This is an optimization exercise on Yosys and OpenROAD, whose aim is small area and a short achievable clock period, not a production implementation. The RTL of this run was laid out without a check of its function.

===== config.mk =====
export PLATFORM = sky130hd
export DESIGN_NAME = dit_fft_8
export DESIGN_NICKNAME = dit_fft_8
export VERILOG_FILES = /design/flow/design.v
export SDC_FILE = /design/flow/constraint.sdc
export NUM_CORES = 4
export LEC_CHECK = 0
export CAP_MARGIN = 20
export CORE_MARGIN = 2
export CORE_UTILIZATION = 40
export SETUP_SLACK_MARGIN = 5
export SLEW_MARGIN = 20

===== constraint.sdc =====
create_clock -name core_clock -period 12.0 [get_ports {clk}]
set_input_delay 2.4000 -clock core_clock [delete_from_list [all_inputs] [get_ports {clk}]]
set_output_delay 2.4000 -clock core_clock [all_outputs]
set_load 0.01 [all_outputs]

===== design.v =====
`timescale 1 ns/1 ns
module dit_fft_8(clk,reset,mode,x,y);
  input clk, reset, mode;
  input [255:0] x;
  output reg [255:0] y;
  genvar g;
  wire [15:0] Xr [0:7];
  wire [15:0] Xi [0:7];
  generate for (g = 0; g < 8; g = g + 1) begin : gin
    assign Xr[g] = x[(2*g)*16 +: 16];
    assign Xi[g] = x[(2*g+1)*16 +: 16];
  end endgenerate
  wire [255:0] B;
  sum4 #(0) ub0r(Xr[0],  Xr[4],  Xr[2],  Xr[6],  B[0*16 +: 16]);
  sum4 #(0) ub0i(Xi[0],  Xi[4],  Xi[2],  Xi[6],  B[1*16 +: 16]);
  sum4 #(2) ub1r(Xr[0], ~Xr[4],  Xi[2], ~Xi[6],  B[2*16 +: 16]);
  sum4 #(2) ub1i(Xi[0], ~Xi[4], ~Xr[2],  Xr[6],  B[3*16 +: 16]);
  sum4 #(2) ub2r(Xr[0],  Xr[4], ~Xr[2], ~Xr[6],  B[4*16 +: 16]);
  sum4 #(2) ub2i(Xi[0],  Xi[4], ~Xi[2], ~Xi[6],  B[5*16 +: 16]);
  sum4 #(2) ub3r(Xr[0], ~Xr[4], ~Xi[2],  Xi[6],  B[6*16 +: 16]);
  sum4 #(2) ub3i(Xi[0], ~Xi[4],  Xr[2], ~Xr[6],  B[7*16 +: 16]);
  sum4 #(0) ub4r(Xr[1],  Xr[5],  Xr[3],  Xr[7],  B[8*16 +: 16]);
  sum4 #(0) ub4i(Xi[1],  Xi[5],  Xi[3],  Xi[7],  B[9*16 +: 16]);
  sum4 #(2) ub5r(Xr[1], ~Xr[5],  Xi[3], ~Xi[7],  B[10*16 +: 16]);
  sum4 #(2) ub5i(Xi[1], ~Xi[5], ~Xr[3],  Xr[7],  B[11*16 +: 16]);
  sum4 #(2) ub6r(Xr[1],  Xr[5], ~Xr[3], ~Xr[7],  B[12*16 +: 16]);
  sum4 #(2) ub6i(Xi[1],  Xi[5], ~Xi[3], ~Xi[7],  B[13*16 +: 16]);
  sum4 #(2) ub7r(Xr[1], ~Xr[5], ~Xi[3],  Xi[7],  B[14*16 +: 16]);
  sum4 #(2) ub7i(Xi[1], ~Xi[5],  Xr[3], ~Xr[7],  B[15*16 +: 16]);
  wire [255:0] bnext;
  generate for (g = 0; g < 8; g = g + 1) begin : gsw
    localparam integer PK = (g % 2 == 0) ? g : (g ^ 2);
    assign bnext[(2*g)*16 +: 16]   = mode ? B[(2*PK+1)*16 +: 16] : B[(2*g)*16 +: 16];
    assign bnext[(2*g+1)*16 +: 16] = mode ? B[(2*PK)*16 +: 16]   : B[(2*g+1)*16 +: 16];
  end endgenerate
  reg [255:0] b;
  always @(posedge clk or posedge reset)
    if (reset) b <= 256'h0;
    else       b <= bnext;
  wire [15:0] b0r = b[0*16 +: 16], b0i = b[1*16 +: 16];
  wire [15:0] b1r = b[2*16 +: 16], b1i = b[3*16 +: 16];
  wire [15:0] b2r = b[4*16 +: 16], b2i = b[5*16 +: 16];
  wire [15:0] b3r = b[6*16 +: 16], b3i = b[7*16 +: 16];
  wire [15:0] b4r = b[8*16 +: 16], b4i = b[9*16 +: 16];
  wire [15:0] b5r = b[10*16 +: 16], b5i = b[11*16 +: 16];
  wire [15:0] b6r = b[12*16 +: 16], b6i = b[13*16 +: 16];
  wire [15:0] b7r = b[14*16 +: 16], b7i = b[15*16 +: 16];
  wire [255:0] Y;
  add2 #(16) uy0r(b0r,  b4r, 1'b0, Y[0*16 +: 16]);
  add2 #(16) uy0i(b0i,  b4i, 1'b0, Y[1*16 +: 16]);
  add2 #(16) uy4r(b0r, ~b4r, 1'b1, Y[8*16 +: 16]);
  add2 #(16) uy4i(b0i, ~b4i, 1'b1, Y[9*16 +: 16]);
  add2 #(16) uy2r(b2r,  b6i, 1'b0, Y[4*16 +: 16]);
  add2 #(16) uy2i(b2i, ~b6r, 1'b1, Y[5*16 +: 16]);
  add2 #(16) uy6r(b2r, ~b6i, 1'b1, Y[12*16 +: 16]);
  add2 #(16) uy6i(b2i,  b6r, 1'b0, Y[13*16 +: 16]);
  wire [23:0] m5r1, m5r2, m5i1, m5i2, m7r1, m7r2, m7i1, m7i2;
  mul181 um5r(b5r, m5r1, m5r2);
  mul181 um5i(b5i, m5i1, m5i2);
  mul181 um7r(b7r, m7r1, m7r2);
  mul181 um7i(b7i, m7i1, m7i2);
  wire [23:0] p51, p52, q51, q52, p71, p72, q71, q72;
  add4cs #(0) up5(m5r1, m5r2, m5i1, m5i2, p51, p52);
  add4cs #(2) uq5(~m5r1, ~m5r2, m5i1, m5i2, q51, q52);
  add4cs #(0) up7(m7r1, m7r2, m7i1, m7i2, p71, p72);
  add4cs #(2) uq7(~m7r1, ~m7r2, m7i1, m7i2, q71, q72);
  sum3 uy1r({b1r, 8'h80}, p51, p52, Y[2*16 +: 16]);
  sum3 uy5r({b1r, 8'h81}, ~p51, ~p52, Y[10*16 +: 16]);
  sum3 uy1i({b1i, 8'h80}, q51, q52, Y[3*16 +: 16]);
  sum3 uy5i({b1i, 8'h81}, ~q51, ~q52, Y[11*16 +: 16]);
  sum3 uy3r({b3r, 8'h80}, q71, q72, Y[6*16 +: 16]);
  sum3 uy7r({b3r, 8'h81}, ~q71, ~q72, Y[14*16 +: 16]);
  sum3 uy3i({b3i, 8'h82}, ~p71, ~p72, Y[7*16 +: 16]);
  sum3 uy7i({b3i, 8'h7F}, p71, p72, Y[15*16 +: 16]);
  wire [255:0] ynext;
  generate for (g = 0; g < 8; g = g + 1) begin : gout
    assign ynext[(2*g)*16 +: 16]   = mode ? {{3{Y[(2*g+2)*16-1]}}, Y[(2*g+1)*16+3 +: 13]} : Y[(2*g)*16 +: 16];
    assign ynext[(2*g+1)*16 +: 16] = mode ? {{3{Y[(2*g+1)*16-1]}}, Y[(2*g)*16+3 +: 13]}   : Y[(2*g+1)*16 +: 16];
  end endgenerate
  always @(posedge clk or posedge reset)
    if (reset) y <= 256'h0;
    else       y <= ynext;
endmodule
module sum4 #(parameter K = 0) (p, q, r, t, s);
  input [15:0] p, q, r, t;
  output [15:0] s;
  wire [15:0] s1 = p ^ q ^ r;
  wire [15:0] c1 = (p & q) | (p & r) | (q & r);
  wire [15:0] c1s = {c1[14:0], K >= 1};
  wire [15:0] s2 = s1 ^ c1s ^ t;
  wire [15:0] c2 = (s1 & c1s) | (s1 & t) | (c1s & t);
  add2 #(16) ua(s2, {c2[14:0], K >= 2}, 1'b0, s);
endmodule
module mul181 (u, m1, m2);
  input [15:0] u;
  output [23:0] m1, m2;
  wire [23:0] e = {{8{u[15]}}, u};
  wire [23:0] o1 = e << 7, o2 = e << 5, o3 = e << 4, o4 = e << 2, o5 = e;
  wire [23:0] t1 = o1 ^ o2 ^ o3;
  wire [23:0] u1 = ((o1 & o2) | (o1 & o3) | (o2 & o3)) << 1;
  wire [23:0] t2 = t1 ^ u1 ^ o4;
  wire [23:0] u2 = ((t1 & u1) | (t1 & o4) | (u1 & o4)) << 1;
  assign m1 = t2 ^ u2 ^ o5;
  assign m2 = ((t2 & u2) | (t2 & o5) | (u2 & o5)) << 1;
endmodule
module add4cs #(parameter K = 0) (a, b, c, d, s1, s2);
  input [23:0] a, b, c, d;
  output [23:0] s1, s2;
  wire [23:0] t1 = a ^ b ^ c;
  wire [23:0] u1 = {((a[22:0] & b[22:0]) | (a[22:0] & c[22:0]) | (b[22:0] & c[22:0])), K >= 1};
  assign s1 = t1 ^ u1 ^ d;
  assign s2 = {((t1[22:0] & u1[22:0]) | (t1[22:0] & d[22:0]) | (u1[22:0] & d[22:0])), K >= 2};
endmodule
module sum3 (a, b, c, y);
  input [23:0] a, b, c;
  output [15:0] y;
  wire [23:0] t1 = a ^ b ^ c;
  wire [23:0] u1 = ((a & b) | (a & c) | (b & c)) << 1;
  wire [23:0] r;
  add2 #(24) ua(t1, u1, 1'b0, r);
  assign y = r[23:8];
endmodule
module add2 #(parameter W = 16) (a, b, ci, s);
  input [W-1:0] a, b;
  input ci;
  output [W-1:0] s;
  localparam L = $clog2(W);
  wire [W-1:0] p = a ^ b;
  wire [W-1:0] g0 = a & b;
  wire [W-1:0] G [0:L];
  wire [W-1:0] P [0:L];
  assign G[0] = {g0[W-1:1], g0[0] | (p[0] & ci)};
  assign P[0] = p;
  genvar l, i;
  generate for (l = 0; l < L; l = l + 1) begin : lv
    for (i = 0; i < W; i = i + 1) begin : bt
      if ((i >> l) & 1) begin : mg
        assign G[l+1][i] = G[l][i] | (P[l][i] & G[l][((i >> l) << l) - 1]);
        assign P[l+1][i] = P[l][i] & P[l][((i >> l) << l) - 1];
      end else begin : ps
        assign G[l+1][i] = G[l][i];
        assign P[l+1][i] = P[l][i];
      end
    end
  end endgenerate
  assign s = p ^ {G[L][W-2:0], ci};
endmodule

===== run.sh =====
#!/bin/bash
# synth_recipe.tcl (not shown) runs the flow's synth.tcl, then flattens the netlist and writes it again
# the make line also repeats each setting of config.mk as NAME=value (left out here)
make -C /OpenROAD-flow-scripts/flow DESIGN_CONFIG=/design/flow/config.mk WORK_HOME=/design/flow/orfs CLKGATE_MAP_FILE= SYNTH_SCRIPT=/design/flow/synth_recipe.tcl finish

==> summary.txt <==
vias in the first global route=46.32k; crit path cell chain=fa_1, inv_1, fa_1, fa_1, inv_1, fa_1, inv_1, fa_1, inv_1, fa_1, inv_1, ha_1, nand3_1, nor3_1, o2111ai_1, nand3b_1, o221ai_1, o21ai_0, xnor2_2, nand2b_1, o21ai_0; grt ovf=0; share of cells above drive strength 1=4.496%; CP Capture Type=flop; Post-synth EDFFs=0; vias per cell=5.108; Buf/Inv on CP=5; #FFs+latches synth=512; largest net degree at the start of global routing=171; Post-Syn Area=62180 sq um; syn nets=7902; CP Max Fanout=5; clock latency (worst-skew pair)=0.71 ns; Pre-antenna DRT Iters=5; Top FF cell, synth=dfrtp_1; post-synthesis sequential area ratio=20.60%; ys async rst share=100.0%; cell taking the most area after synthesis=fa_1; max incr delay on CP=0.59 ns; CTS Buf Count=61; most frequent cell after synthesis=inv_1; Max Freq=146.3 MHz; Pins Over Slew Limit=0; detailed placement HPWL=175200 microns; 1st-iter DRT viols=2878; Worst R2R Path Depth=21; Die Width=398.3 microns; TNS Setup=0 ns; Post-DP Area=69650 sq um; Final Hold Viols=0; Rows=144; Startpoint Class=flop; slowest cell on the critical path=fa_1; initial antenna violation count=9; Area contributors post-synth=fa_1 (31%), dfrtp_1 (21%), ha_1 (13%); critical path arrival=7.28 ns; period utilisation layout=56.95%; outcome=timing/DRC/antenna clean; Worst Path Required=12.44 ns; worst hold path class=flop to flop; routed length per placed instance=23.28 microns; H-tree depth=2; # Max-Cap Violations=0; CP Class=flop to flop; Core Region=154200 sq um; Crit path max-delay family=adder cells; CTS Hold Bufs=0; Post-Syn Instances=6044; die outline height=398.3 microns; share of the synthesized area in the top cell type=30.65%; Vias=44.11k; most numerous cell on the critical path=fa_1; synth unique cells=80; PortBufs=514; Clock Tree Root=clkbuf_16; Worst-path clk slew=0.06 ns; RSZ-0062 raised after global routing=yes; Clock Skew=0.07477 ns; synth warn=3; minimum clock period=6.834 ns; DRC=0; Max-slew headroom=29.26%; syn avg cell area=10.29 sq um; NumNets Final=8392; post-route cell area=71890 sq um; Tot GR Track Use=25.44%; Starting Density=40.32%; Routed Antenna Nets=0; die area=158600 sq um; CTS Buffer Depth=3; clk sinks=512; Routed Wire Length=201000 microns; synthesis-to-layout area growth=15.61%; CP Depth=21; synth cell count leaders=inv_1 (1238), fa_1 (952), ha_1 (647); Core Util, Final=46.62%; hold path depth=2; Ports=515; worst slew pin tran=1.034 ns; Final setup viols=0; global placer's final weighted congestion=0.9515; CTS tree=built; first-pass GRT wire length=296000 microns
[stage by stage]
step,cells,setup WS (ns),hold slack [ns]
3_5_place_dp,8513,4.457,0.6941
3_3_place_gp,8513,4.574,0.7019
2_1_floorplan,6044,2.648,0.5537
5_1_grt,8628,4.914,0.7403
6_report,8635,5.166,0.7164
4_1_cts,8627,5.055,0.7142
[tightest hold or removal path: stages, from the launching register on]
cell	delay, ns
dfrtp_1	0.39
ha_1	0.19
mux2i_1	0.09
[cell usage in the layout (no fill, tap or decap), types with 129 or more instances in the layout]
cell	count
a21o_1	129
dfrtp_1	506
nor2_1	280
o21ai_0	252
xor2_1	176
xnor2_1	292
a21oi_1	286
ha_1	647
inv_1	1236
fa_1	952
clkdlybuf4s50_1	513
nand2_1	258
[logic make-up after synthesis]
logic type,share of synthesized area (%)
adders and majority gates,43.83
buffers and inverters,8.121
AOI/OAI and AO/OA,10.21
and+or+nand+nor,6.636
DFF,20.60
xor gates and xnor gates,6.620
muxes,3.988
[repair_timing]
item                                   in CTS  in global routing
endpoints found under the hold margin       0                  0
gates resized for setup                     0                 14
setup endpoints to repair                   1                 17
pin swaps                                   1                  0
setup buffers                               1                  0
cloned                                      0                  0
[cell type report]
class / count / area, sq um
timing repair buffer: 531 / 5335
multi-input combinational: 4189 / 44360
fill: 14590 / 82330
clock buffer: 77 / 1637
sequential: 512 / 12820
tap: 2044 / 2557
antenna: 7 / 17.52
clock inverter: 36 / 501.7
inverter: 1239 / 4662
[sequential cells by signal, summed over array words and instances, names as in the netlist]
register,flops
b,256
y,256
[path summary, 6_finish.rpt]
path / start / endpoint / slack, ns
worst max register to register: b[185] / y[62] / 5.17
worst min register to register: b[208] / y[64] / 0.72
max in group asynchronous: reset / b[101] / 8.07
min in group asynchronous: reset / y[105] / 2.38
worst min-delay path: b[208] / y[64] / 0.72
worst max-delay path: b[185] / y[62] / 5.17
[metal layers]
metal | GRT usage [%] | wire length (microns)
met4 | 8.470 | 7821
met1 | 33.59 | 84890
met2 | 42.75 | 96790
met5 | 0 | 0
met3 | 3.821 | 11490

## afterwards: timing with drivers on the ports
The results above use ideal ports. As a check the final layout listed here was re-extracted and re-timed, cells and wires unchanged.
Step 1 sets driving cells, clkbuf_16 on the clock port and buf_2 on the other inputs (assumed; they add their load-dependent delay and slew).
Step 2 moves the port delays by t, midway between the first and last clock arrival at a register: inputs arrive t later, outputs are due t later. That takes back most of the time a late clock gives input paths.
a / b / c = no drivers / after step 1 / after step 2; a / b = the first two.
shift t [ns]: 0.750
setup WS [ns]: 5.166 / 5.166 / 4.510
latest minus earliest clock arrival (ns): 0.077 / 0.078
cell pins on the clock port's net: 1
After both steps this run still meets setup and hold. For this run, drivers alone change the setup slack by 0.000 ns; drivers and shift together by -0.656 ns.
